This is an optimization exercise on Yosys and OpenROAD, whose aim is small area, not a production implementation.
Function was checked by simulation only, so behaviour that the tests miss may differ from the original.
The flow treats the clock pin as an ideal source. Dropping or thinning the clock tree relies on that and would not hold on a real chip.
Power figures rest on the tool's default switching activity, not on a simulated workload.

job 4155:
Design fancy_fader, start of the top module:
module fancy_fader(input wire clk, input wire rst, input wire [15:0] random,
	output wire ws2812_out, output wire trigger, output wire data_request);
Size: ~570 cells after synthesis, about 180 flip-flops, ~21 I/O pins, roughly 0.0064 mm² of cells after synthesis.
Settings: LEC_CHECK=0, CAP_MARGIN=20, CORE_MARGIN=2, CORE_UTILIZATION=40, SLEW_MARGIN=20, CTS_ARGS=-sink_clustering_enable -repair_clock_nets -buf_list sky130_fd_sc_hd__clkbuf_8 -sink_clustering_size 24 -dont_use_dummy_load, BUFFER_PORTS_ARGS=-buffer_cell sky130_fd_sc_hd__buf_1, PRE_RESIZE_TCL=/design/flow/flow/downsize.tcl; clock period 12.0 ns.
standard.sh (not shown) runs the stock make flow with config.mk's settings and CLKGATE_MAP_FILE= SYNTH_SCRIPT=/design/flow/synth_recipe.tcl, a recipe that flattens the netlist after the stock synthesis.
==> flow/flow/run.sh <==
#!/bin/bash
# own flow: the standard flow (standard.sh, unchanged synthesis) with
# extra ORFS settings: no dummy clock loads in CTS, small port buffers,
# and logic cells taken down to their smallest drive strength before
# repair_design (flow/downsize.tcl).
HERE=$(pwd)
cat >> config.mk <<EOC
export CTS_ARGS = -sink_clustering_enable -repair_clock_nets -buf_list sky130_fd_sc_hd__clkbuf_8 -sink_clustering_size 24 -dont_use_dummy_load
export BUFFER_PORTS_ARGS = -buffer_cell sky130_fd_sc_hd__buf_1
export PRE_RESIZE_TCL = $HERE/flow/downsize.tcl
EOC
bash standard.sh > standard.log 2>&1
==> flow/flow/downsize.tcl <==
# PRE_RESIZE hook: move every combinational cell to the smallest drive
# strength of its function; repair_design, which runs right after, adds
# back buffering or sizing wherever slew, capacitance or fanout need it.
set block [ord::get_db_block]
set db [ord::get_db]
set n 0
foreach inst [$block getInsts] {
  set m [[$inst getMaster] getName]
  if { ![regexp {^sky130_fd_sc_hd__([a-z0-9]+)_([0-9]+)$} $m all base drive] } { continue }
  if { [regexp {^(df|edf|sdf|dl|tap|fill|decap|conb|clk|buf|inv)} $base] } { continue }
  if { $drive <= 1 } { continue }
  foreach d {0 1} {
    if { $d >= $drive } { break }
    set cand "sky130_fd_sc_hd__${base}_$d"
    set cm [$db findMaster $cand]
    if { $cm != "NULL" && [lsearch -exact $::env(DONT_USE_CELLS) $cand] < 0 } {
      replace_cell [$inst getName] $cand
      incr n
      break
    }
  }
}
puts "downsize.tcl: replaced $n cells"
--- input diff job 4155..job 8441 ---
- a deleted BUFFER_PORTS_ARGS that had been -buffer_cell sky130_fd_sc_hd__buf_1
- an added RECOVER_POWER of 100
- a deleted PRE_RESIZE_TCL that had been /design/flow/flow/downsize.tcl
==> flow/flow/run.sh <==
#!/bin/bash
# own flow: the standard flow (standard.sh, unchanged synthesis) with
# extra ORFS settings: no dummy clock loads in CTS, small port buffers,
# and power recovery (downsizing of gates off the critical paths).
cat >> config.mk <<'EOC'
export CTS_ARGS = -sink_clustering_enable -repair_clock_nets -buf_list sky130_fd_sc_hd__clkbuf_8 -sink_clustering_size 24 -dont_use_dummy_load
export RECOVER_POWER = 100
EOC
bash standard.sh > standard.log 2>&1
removed: flow/flow/downsize.tcl
==> summary.txt <==
Job 8441 finished all stages; however, its layout fails the closing checks, the failures being capacitance limit, slew limit. Diff job 4155..job 8441 | starting utilization of the core area | unchanged. Global-route track usage on met2: job 8441 vs job 4155 — no meaningful difference. Compared with job 4155, job 8441 shows a lower critical path depth. Job 8441 and job 4155 ended up with nearly the same count of placed standard cells including taps. Between job 8441 and job 4155, it is job 8441 whose met3 usage in global routing is higher, by 0.16 points.
Edits applied to the flow inputs when going from job 8441 to job 2688:
- CTS_ARGS changed from -sink_clustering_enable -repair_clock_nets -buf_list sky130_fd_sc_hd__clkbuf_8 -sink_clustering_size 24 -dont_use_dummy_load to -sink_clustering_enable -repair_clock_nets -buf_list sky130_fd_sc_hd__clkbuf_16 -sink_buffer_max_cap_derate 1.0 -sink_clustering_size 40 -sink_clustering_max_diameter 150 -dont_use_dummy_load
- BUFFER_PORTS_ARGS newly set to -buffer_cell sky130_fd_sc_hd__buf_1
- PRE_RESIZE_TCL newly set to /design/flow/flow/downsize.tcl
- RECOVER_POWER removed (was 100)
==> flow/flow/run.sh <==
#!/bin/bash
# own flow: the standard flow (standard.sh, unchanged synthesis) with
# extra ORFS settings: no dummy clock loads in CTS, small port buffers,
# and logic cells taken down to their smallest drive strength before
# repair_design (flow/downsize.tcl).
HERE=$(pwd)
cat >> config.mk <<EOC
export CTS_ARGS = -sink_clustering_enable -repair_clock_nets -buf_list sky130_fd_sc_hd__clkbuf_16 -sink_buffer_max_cap_derate 1.0 -sink_clustering_size 40 -sink_clustering_max_diameter 150 -dont_use_dummy_load
export BUFFER_PORTS_ARGS = -buffer_cell sky130_fd_sc_hd__buf_1
export PRE_RESIZE_TCL = $HERE/flow/downsize.tcl
EOC
bash standard.sh > standard.log 2>&1
==> flow/flow/downsize.tcl (new file) <==
# PRE_RESIZE hook: move every combinational cell to the smallest drive
# strength of its function; repair_design, which runs right after, adds
# back buffering or sizing wherever slew, capacitance or fanout need it.
set block [ord::get_db_block]
set db [ord::get_db]
set n 0
foreach inst [$block getInsts] {
  set m [[$inst getMaster] getName]
  if { ![regexp {^sky130_fd_sc_hd__([a-z0-9]+)_([0-9]+)$} $m all base drive] } { continue }
  if { [regexp {^(df|edf|sdf|dl|tap|fill|decap|conb|clk|buf|inv)} $base] } { continue }
  if { $drive <= 1 } { continue }
  foreach d {0 1} {
    if { $d >= $drive } { break }
    set cand "sky130_fd_sc_hd__${base}_$d"
    set cm [$db findMaster $cand]
    if { $cm != "NULL" && [lsearch -exact $::env(DONT_USE_CELLS) $cand] < 0 } {
      replace_cell [$inst getName] $cand
      incr n
      break
    }
  }
}
puts "downsize.tcl: replaced $n cells"
==> comparison <==
- For the data required time at the worst endpoint, job 2688 came in 20 ps lower than job 8441 did.
- Job 2688 finished end to end and its layout was clean on timing, DRC and antenna.
- Job 8441 → job 2688: summed area of non-filler cells in the final layout rose 0.97%; setup slack after layout fell 48 ps.
- Job 2688 against job 8441: core utilization of the finished layout picked up an extra 0.43 points, worst hold slack went up by 5.3 ps.
#### Input delta (job 5012 over job 2688)
- swapping -sink_clustering_enable -repair_clock_nets -buf_list sky130_fd_sc_hd__clkbuf_16 -sink_buffer_max_cap_derate 1.0 -sink_clustering_size 40 -sink_clustering_max_diameter 150 -dont_use_dummy_load for -sink_clustering_enable -repair_clock_nets -buf_list sky130_fd_sc_hd__clkbuf_8 -sink_clustering_size 30 -sink_clustering_max_diameter 100 -dont_use_dummy_load in CTS_ARGS
-- flow/flow/run.sh --
<<< job 2688, line 7
cat >> config.mk <<EOC
export CTS_ARGS = -sink_clustering_enable -repair_clock_nets -buf_list sky130_fd_sc_hd__clkbuf_16 -sink_buffer_max_cap_derate 1.0 -sink_clustering_size 40 -sink_clustering_max_diameter 150 -dont_use_dummy_load
export BUFFER_PORTS_ARGS = -buffer_cell sky130_fd_sc_hd__buf_1
>>> job 5012, line 7
cat >> config.mk <<EOC
export CTS_ARGS = -sink_clustering_enable -repair_clock_nets -buf_list sky130_fd_sc_hd__clkbuf_8 -sink_clustering_size 30 -sink_clustering_max_diameter 100 -dont_use_dummy_load
export BUFFER_PORTS_ARGS = -buffer_cell sky130_fd_sc_hd__buf_1
==> comparison <==
Job 5012: PASS, flow complete, no timing, DRC or antenna violations
Going from job 2688 to job 5012, the total number of vias was found to have gone down by 0.57%.
Row global routing usage on met1: job 5012 lower / job 2688 higher
From job 2688 to job 5012 the numbers moved as follows: fraction of the cycle the final worst path needs roughly the same, total wire length dropped 0.82%.
Looking at job 2688 and job 5012, the via count of the first global-routing pass is a wash.
Comparing leakage power summed over all cells for job 2688 and job 5012, the smaller number came from job 5012.
Job 5012 ended up with a higher met2 layer wire length in the routed design than job 2688 did.
Input-level comparison between job 1042 and job 5012:
- CTS_ARGS now -sink_clustering_enable -repair_clock_nets -buf_list sky130_fd_sc_hd__clkbuf_8 -sink_buffer_max_cap_derate 1.0 -dont_use_dummy_load, was -sink_clustering_enable -repair_clock_nets -buf_list sky130_fd_sc_hd__clkbuf_8 -sink_clustering_size 30 -sink_clustering_max_diameter 100 -dont_use_dummy_load
-- flow/flow/run.sh --
<<< job 5012, line 7
cat >> config.mk <<EOC
export CTS_ARGS = -sink_clustering_enable -repair_clock_nets -buf_list sky130_fd_sc_hd__clkbuf_8 -sink_clustering_size 30 -sink_clustering_max_diameter 100 -dont_use_dummy_load
export BUFFER_PORTS_ARGS = -buffer_cell sky130_fd_sc_hd__buf_1
>>> job 1042, line 7
cat >> config.mk <<EOC
export CTS_ARGS = -sink_clustering_enable -repair_clock_nets -buf_list sky130_fd_sc_hd__clkbuf_8 -sink_buffer_max_cap_derate 1.0 -dont_use_dummy_load
export BUFFER_PORTS_ARGS = -buffer_cell sky130_fd_sc_hd__buf_1
Findings:
As far as number of antenna diodes goes, job 5012 and job 1042 are indistinguishable; the numbers are identical.
Job 1042 and job 5012 ended up with nearly the same register share of the cell area.
As far as share of flip-flops with an asynchronous set or reset after synthesis goes, job 1042 and job 5012 are indistinguishable; the numbers are identical.
On overall die area, job 1042 tracks job 5012 almost exactly.
diff inputs: job 1042 => job 6368
- CTS_ARGS now -sink_clustering_enable -repair_clock_nets -buf_list sky130_fd_sc_hd__clkbuf_16 -sink_clustering_size 40 -sink_clustering_max_diameter 120 -dont_use_dummy_load, was -sink_clustering_enable -repair_clock_nets -buf_list sky130_fd_sc_hd__clkbuf_8 -sink_buffer_max_cap_derate 1.0 -dont_use_dummy_load
-- flow/flow/run.sh --
<<< job 1042, line 7
cat >> config.mk <<EOC
export CTS_ARGS = -sink_clustering_enable -repair_clock_nets -buf_list sky130_fd_sc_hd__clkbuf_8 -sink_buffer_max_cap_derate 1.0 -dont_use_dummy_load
export BUFFER_PORTS_ARGS = -buffer_cell sky130_fd_sc_hd__buf_1
>>> job 6368, line 7
cat >> config.mk <<EOC
export CTS_ARGS = -sink_clustering_enable -repair_clock_nets -buf_list sky130_fd_sc_hd__clkbuf_16 -sink_clustering_size 40 -sink_clustering_max_diameter 120 -dont_use_dummy_load
export BUFFER_PORTS_ARGS = -buffer_cell sky130_fd_sc_hd__buf_1
## What came out
For register-to-register slack, job 6368 and job 1042 come out practically identical.
Job 1042 has a lower overall routing resource usage than job 6368.
On instance count after placement with tap cells included, job 6368 and job 1042 are neck and neck.
Re met2 routing resource usage after global routing: job 6368 is 0.18 points up on job 1042.
The final reports for job 6368 and job 1042 show utilization of the core after routing higher in the former.
The number of top-level pins was comparable across job 6368 and job 1042.


## job 3677
fancy_fader, a different RTL version from the one above (not shown whole).
Size in the first run: ~680 cells after synthesis, about 180 flip-flops, roughly 7200 sq um of cells after synthesis.
make LEC_CHECK=0 CAP_MARGIN=20 CORE_MARGIN=2 CORE_UTILIZATION=40 CTS_BUF_LIST=sky130_fd_sc_hd__clkbuf_8 CTS_CLUSTER_SIZE=24 SLEW_MARGIN=20 finish   # period 12.0 ns
run.sh (not shown) runs the stock make flow with config.mk's settings and CLKGATE_MAP_FILE= SYNTH_SCRIPT=/design/flow/synth_recipe.tcl, a recipe that flattens the netlist after the stock synthesis.
Stock flow here: none of the scripts above is used.
#### Input delta (job 7917 over job 3677)
Settings: clearing CTS_BUF_LIST, which used to be sky130_fd_sc_hd__clkbuf_8; clearing CTS_CLUSTER_SIZE, which used to be 24.
Findings:
Taking job 3677 as the reference, in job 7917 peak ir drop on the vdd network now sits lower; via density per instance now sits higher; first-pass GRT wire length now sits higher; total met2 wirelength after detailed routing now sits higher. Changes observed in job 7917 relative to job 3677: routed wire length increased by about 1.5% relative to the old numbers; share of the clock period used by the worst path after layout did not really move; sequential power share shrank by 6.3 points. Diff job 7917 and job 3677: portion of total power attributed to the clock network higher in job 7917. Total power (higher): job 7917. Going from job 3677 to job 7917, number of clock buffer instances in the layout shows no meaningful change, setup slack shows an increase of 3.3 ps.


== ember ==
fancy_fader, a different RTL version from the one above (not shown whole).
Size in the first run: roughly 6000 µm² of cells after synthesis.
## fancy_fader
module fancy_fader(input wire clk, input wire rst, input wire [15:0] random,
	output wire ws2812_out, output wire trigger, output wire data_request);
Settings: LEC_CHECK=0, CAP_MARGIN=20, CORE_MARGIN=2, CORE_UTILIZATION=40, SLEW_MARGIN=20, CTS_LEAVES=12, CTS_LEAF_CELL=sky130_fd_sc_hd__clkbuf_8, CTS_ROOT_CELL=sky130_fd_sc_hd__clkbuf_4, PRE_CTS_TCL=/design/flow/flow/mycts.tcl, BUFFER_PORTS_ARGS=-buffer_cell sky130_fd_sc_hd__buf_1, PRE_RESIZE_TCL=/design/flow/flow/downsize.tcl; clock period 12.0 ns.
standard.sh (not shown) runs the stock make flow with config.mk's settings and CLKGATE_MAP_FILE= SYNTH_SCRIPT=/design/flow/synth_recipe.tcl, a recipe that flattens the netlist after the stock synthesis.
==> flow/flow/run.sh <==
#!/bin/bash
# own flow: the standard flow (standard.sh, unchanged synthesis) with
# extra ORFS settings: a hand-built two-level clock tree (flow/mycts.tcl)
# instead of TritonCTS, small port buffers, and logic cells taken down to
# their smallest drive strength before repair_design (flow/downsize.tcl).
HERE=$(pwd)
cat >> config.mk <<EOC
export CTS_LEAVES = 12
export CTS_LEAF_CELL = sky130_fd_sc_hd__clkbuf_8
export CTS_ROOT_CELL = sky130_fd_sc_hd__clkbuf_4
export PRE_CTS_TCL = $HERE/flow/mycts.tcl
export BUFFER_PORTS_ARGS = -buffer_cell sky130_fd_sc_hd__buf_1
export PRE_RESIZE_TCL = $HERE/flow/downsize.tcl
EOC
bash standard.sh > standard.log 2>&1
==> flow/flow/mycts.tcl <==
# PRE_CTS hook: a two-level clock tree built here instead of TritonCTS.
# The flip-flops are split into CTS_LEAVES groups of neighbours (recursive
# halving along the longer side), each group gets a clock buffer at its
# centre, and one root buffer driven by the clock port feeds the group
# buffers. Every register sees the same two buffer levels; the rest of
# cts.tcl (placement legalisation, timing repair) runs as usual, and
# clock_tree_synthesis itself is turned into a no-op below.
set leaves $::env(CTS_LEAVES)
set leafcell $::env(CTS_LEAF_CELL)
set rootcell $::env(CTS_ROOT_CELL)

set block [ord::get_db_block]
set clknet [$block findNet clk]

set pts {}
foreach it [$clknet getITerms] {
  set inst [$it getInst]
  set bb [$inst getBBox]
  set x [expr {([$bb xMin] + [$bb xMax]) / 2}]
  set y [expr {([$bb yMin] + [$bb yMax]) / 2}]
  lappend pts [list $x $y [$inst getName] [[$it getMTerm] getName]]
}
puts "mycts: [llength $pts] clock sinks, $leaves groups"

proc split_groups {pts k} {
  if {$k <= 1 || [llength $pts] <= 1} { return [list $pts] }
  set xs [lmap p $pts {lindex $p 0}]
  set ys [lmap p $pts {lindex $p 1}]
  set w [expr {[tcl::mathfunc::max {*}$xs] - [tcl::mathfunc::min {*}$xs]}]
  set h [expr {[tcl::mathfunc::max {*}$ys] - [tcl::mathfunc::min {*}$ys]}]
  set axis [expr {$w >= $h ? 0 : 1}]
  set sorted [lsort -integer -index $axis $pts]
  set k1 [expr {$k / 2}]
  set n1 [expr {int(round(double([llength $pts]) * $k1 / $k))}]
  return [concat [split_groups [lrange $sorted 0 [expr {$n1 - 1}]] $k1] \
                 [split_groups [lrange $sorted $n1 end] [expr {$k - $k1}]]]
}

set groups [split_groups $pts $leaves]

proc place_at {name x y} {
  set inst [[ord::get_db_block] findInst $name]
  set m [$inst getMaster]
  set x [expr {$x - [$m getWidth] / 2}]
  set y [expr {$y - [$m getHeight] / 2}]
  $inst setLocation $x $y
  $inst setPlacementStatus PLACED
}

set db [ord::get_db]
proc new_buf {name cell in out} {
  set inst [odb::dbInst_create [ord::get_db_block] [[ord::get_db] findMaster $cell] $name]
  [$inst findITerm A] connect $in
  [$inst findITerm X] connect $out
  return $inst
}
proc new_net {name} {
  set net [odb::dbNet_create [ord::get_db_block] $name]
  $net setSigType CLOCK
  return $net
}
set rootnet [new_net clk_root]
new_buf cts_root $rootcell $clknet $rootnet

set i 0
set sx 0
set sy 0
foreach g $groups {
  set n [llength $g]
  set cx 0
  set cy 0
  foreach p $g {
    set cx [expr {$cx + [lindex $p 0]}]
    set cy [expr {$cy + [lindex $p 1]}]
  }
  set cx [expr {$cx / $n}]
  set cy [expr {$cy / $n}]
  set net "clk_leaf_$i"
  set buf "cts_leaf_$i"
  set leafnet [new_net $net]
  new_buf $buf $leafcell $rootnet $leafnet
  foreach p $g {
    set it [[$block findInst [lindex $p 2]] findITerm [lindex $p 3]]
    $it disconnect
    $it connect $leafnet
  }
  place_at $buf $cx $cy
  puts "mycts: group $i: $n sinks at ($cx, $cy)"
  set sx [expr {$sx + $cx}]
  set sy [expr {$sy + $cy}]
  incr i
}
place_at cts_root [expr {$sx / $i}] [expr {$sy / $i}]

set_propagated_clock [all_clocks]
detailed_placement
estimate_parasitics -placement
report_clock_skew
proc clock_tree_synthesis {args} { puts "mycts: clock_tree_synthesis skipped, the tree is built by mycts.tcl" }
Other scripts of this flow, unchanged in this note and not shown: flow/flow/downsize.tcl
Inputs modified between ember and xenon:
- CTS_LEAF_CELL changed from sky130_fd_sc_hd__clkbuf_8 to sky130_fd_sc_hd__clkbuf_4
- CTS_LEAVES changed from 12 to 18
-- flow/flow/run.sh --
<<< ember, line 6
HERE=$(pwd)
cat >> config.mk <<EOC
export CTS_LEAVES = 12
export CTS_LEAF_CELL = sky130_fd_sc_hd__clkbuf_8
export CTS_ROOT_CELL = sky130_fd_sc_hd__clkbuf_4
export PRE_CTS_TCL = $HERE/flow/mycts.tcl
>>> xenon, line 6
HERE=$(pwd)
cat >> config.mk <<EOC
export CTS_LEAVES = 18
export CTS_LEAF_CELL = sky130_fd_sc_hd__clkbuf_4
export CTS_ROOT_CELL = sky130_fd_sc_hd__clkbuf_4
export PRE_CTS_TCL = $HERE/flow/mycts.tcl
==> comparison <==
Number of antenna repair diodes across xenon and ember: no real change.
Relative to ember, the met2 layer usage reported by global route of xenon is higher by 0.16 points.
Comparing xenon with ember, the routed length per placed instance came out essentially unchanged.
The final area of xenon falls short of that of ember by 0.47%.
Compared with ember, xenon has less setup slack.
The die footprint on xenon is in line with that on ember.
Going from ember to xenon, final critical path time including I/O delays and setup saw an increase, overall power consumption has decreased, maximum frequency now smaller, area overhead of the layout relative to synthesis went down by 0.50 points, reported combinational group power has remained practically unchanged.
The following lists how amber was set up differently from xenon:
- CTS_ROOT_CELL now sky130_fd_sc_hd__clkbuf_8, was sky130_fd_sc_hd__clkbuf_4
- CTS_LEAVES now 20, was 18
-- flow/flow/run.sh --
<<< xenon, line 6
HERE=$(pwd)
cat >> config.mk <<EOC
export CTS_LEAVES = 18
export CTS_LEAF_CELL = sky130_fd_sc_hd__clkbuf_4
export CTS_ROOT_CELL = sky130_fd_sc_hd__clkbuf_4
export PRE_CTS_TCL = $HERE/flow/mycts.tcl
export BUFFER_PORTS_ARGS = -buffer_cell sky130_fd_sc_hd__buf_1
>>> amber, line 6
HERE=$(pwd)
cat >> config.mk <<EOC
export CTS_LEAVES = 20
export CTS_LEAF_CELL = sky130_fd_sc_hd__clkbuf_4
export CTS_ROOT_CELL = sky130_fd_sc_hd__clkbuf_8
export PRE_CTS_TCL = $HERE/flow/mycts.tcl
export BUFFER_PORTS_ARGS = -buffer_cell sky130_fd_sc_hd__buf_1
Notes after the runs:
- Total detailed-routing wirelength: amber vs xenon — no meaningful difference
- Summary of the comparison: count of routing violations after the opening detailed-route iteration is higher in amber, relative to xenon.
- Going from xenon to amber, design area grows by about 0.33%.
- amber and xenon ended up with roughly the same via density per instance.
- xenon → amber: power dissipated in the clock network saw an increase; headroom to the max-slew limit saw little to no change.
- Row area overhead of the layout relative to synthesis: amber higher / xenon lower
Relative to amber, the following input files were edited for juniper:
- changing CTS_LEAF_CELL from sky130_fd_sc_hd__clkbuf_4 to sky130_fd_sc_hd__clkbuf_8
- changing CTS_LEAVES from 20 to 12
-- flow/flow/run.sh --
<<< amber, line 6
HERE=$(pwd)
cat >> config.mk <<EOC
export CTS_LEAVES = 20
export CTS_LEAF_CELL = sky130_fd_sc_hd__clkbuf_4
export CTS_ROOT_CELL = sky130_fd_sc_hd__clkbuf_8
export PRE_CTS_TCL = $HERE/flow/mycts.tcl
>>> juniper, line 6
HERE=$(pwd)
cat >> config.mk <<EOC
export CTS_LEAVES = 12
export CTS_LEAF_CELL = sky130_fd_sc_hd__clkbuf_8
export CTS_ROOT_CELL = sky130_fd_sc_hd__clkbuf_8
export PRE_CTS_TCL = $HERE/flow/mycts.tcl
==> comparison <==
Diff amber -> juniper: setup slack of the critical path after layout went up 0.045 ns, combinational share of power held, power went up 1.2%.
The total routing usage reported by global routing of juniper and that of amber are within noise of each other.
Reported for juniper and amber, die boundary width turned out identical to the last digit.
From amber to juniper the numbers moved as follows: total clock network power picked up an extra about 4%, layout overhead on the synthesized area moved up, leakage power summed over all cells flat.
Post-route standard cell area excluding fillers: amber vs juniper — no meaningful difference
Inputs modified between juniper and maple:
- CTS_LEAF_CELL changed from sky130_fd_sc_hd__clkbuf_8 to sky130_fd_sc_hd__clkbuf_4
- CTS_LEAVES changed from 12 to 16
-- flow/flow/run.sh --
<<< juniper, line 6
HERE=$(pwd)
cat >> config.mk <<EOC
export CTS_LEAVES = 12
export CTS_LEAF_CELL = sky130_fd_sc_hd__clkbuf_8
export CTS_ROOT_CELL = sky130_fd_sc_hd__clkbuf_8
export PRE_CTS_TCL = $HERE/flow/mycts.tcl
>>> maple, line 6
HERE=$(pwd)
cat >> config.mk <<EOC
export CTS_LEAVES = 16
export CTS_LEAF_CELL = sky130_fd_sc_hd__clkbuf_4
export CTS_ROOT_CELL = sky130_fd_sc_hd__clkbuf_8
export PRE_CTS_TCL = $HERE/flow/mycts.tcl
==> comparison <==
Final non-filler cell total ends up higher on maple. maple ended up with a lower clock network fraction of total power than juniper did. Compared with juniper, in maple core utilization saw a decrease; critical path depth in cells stayed essentially flat; cell area after layout now smaller; area overhead of the layout relative to synthesis has decreased. Fraction of power consumed by combinational cells of maple is on par with juniper. In terms of pin slew with the least headroom to its limit, juniper and maple differ only marginally. maple -> juniper: synthesized cell count delta 0, exact match. Comparing juniper and maple, the higher final period utilization was measured on maple. In maple, global-route met3 utilization is higher than in juniper.
No run of this note takes its clock network from TritonCTS; it comes from the design's own scripts or RTL.

## re-timing with driven ports
In the flow no input, the clock included, has a driving cell. The finished layouts below were timed again as built, in two steps. Step 1 (the two cells are an assumption about what drives the block):
set clk [get_ports {clk}]
set_driving_cell -lib_cell sky130_fd_sc_hd__clkbuf_16 $clk
set_driving_cell -lib_cell sky130_fd_sc_hd__buf_2 [delete_from_list [all_inputs] $clk]
Step 2 adds t to the input delays and takes it off the output delays; t is the mean of the earliest and latest rising clock arrival at the registers after step 1. Input paths then give back, and output paths get back, about the clock's delay inside the block. Three values: no drivers, after step 1, after step 2; two values: the first two.
| run | t (ns) | setup WS [ns] | hold slack, ns | pins driven straight from the clock port |
|---|---|---|---|---|
| job 4155 | 0.470 | 6.968 / 6.968 / 6.968 | 0.316 / 0.316 / 0.316 | 1 |
| job 8441 | 0.471 | 7.015 / 7.015 / 7.015 | 0.313 / 0.313 / 0.313 | 1 |
| job 2688 | 0.450 | 6.968 / 6.968 / 6.968 | 0.318 / 0.318 / 0.318 | 1 |
| job 5012 | 0.470 | 6.968 / 6.968 / 6.968 | 0.316 / 0.316 / 0.316 | 1 |
| job 1042 | 0.470 | 6.968 / 6.968 / 6.968 | 0.316 / 0.316 / 0.316 | 1 |
| job 6368 | 0.450 | 6.968 / 6.968 / 6.968 | 0.318 / 0.318 / 0.318 | 1 |
| job 3677 | 0.472 | 6.437 / 6.437 / 6.437 | 0.322 / 0.322 / 0.322 | 1 |
| job 7917 | 0.462 | 6.440 / 6.440 / 6.440 | 0.318 / 0.318 / 0.318 | 1 |
| ember | 0.581 | 7.610 / 7.592 / 7.610 | 0.327 / 0.327 / 0.327 | 1 |
| xenon | 0.619 | 7.567 / 7.540 / 7.567 | 0.328 / 0.328 / 0.328 | 1 |
| amber | 0.477 | 7.573 / 7.573 / 7.573 | 0.323 / 0.323 / 0.323 | 1 |
| juniper | 0.454 | 7.618 / 7.618 / 7.618 | 0.327 / 0.327 / 0.327 | 1 |
| maple | 0.468 | 7.566 / 7.566 / 7.566 | 0.331 / 0.331 / 0.331 | 1 |
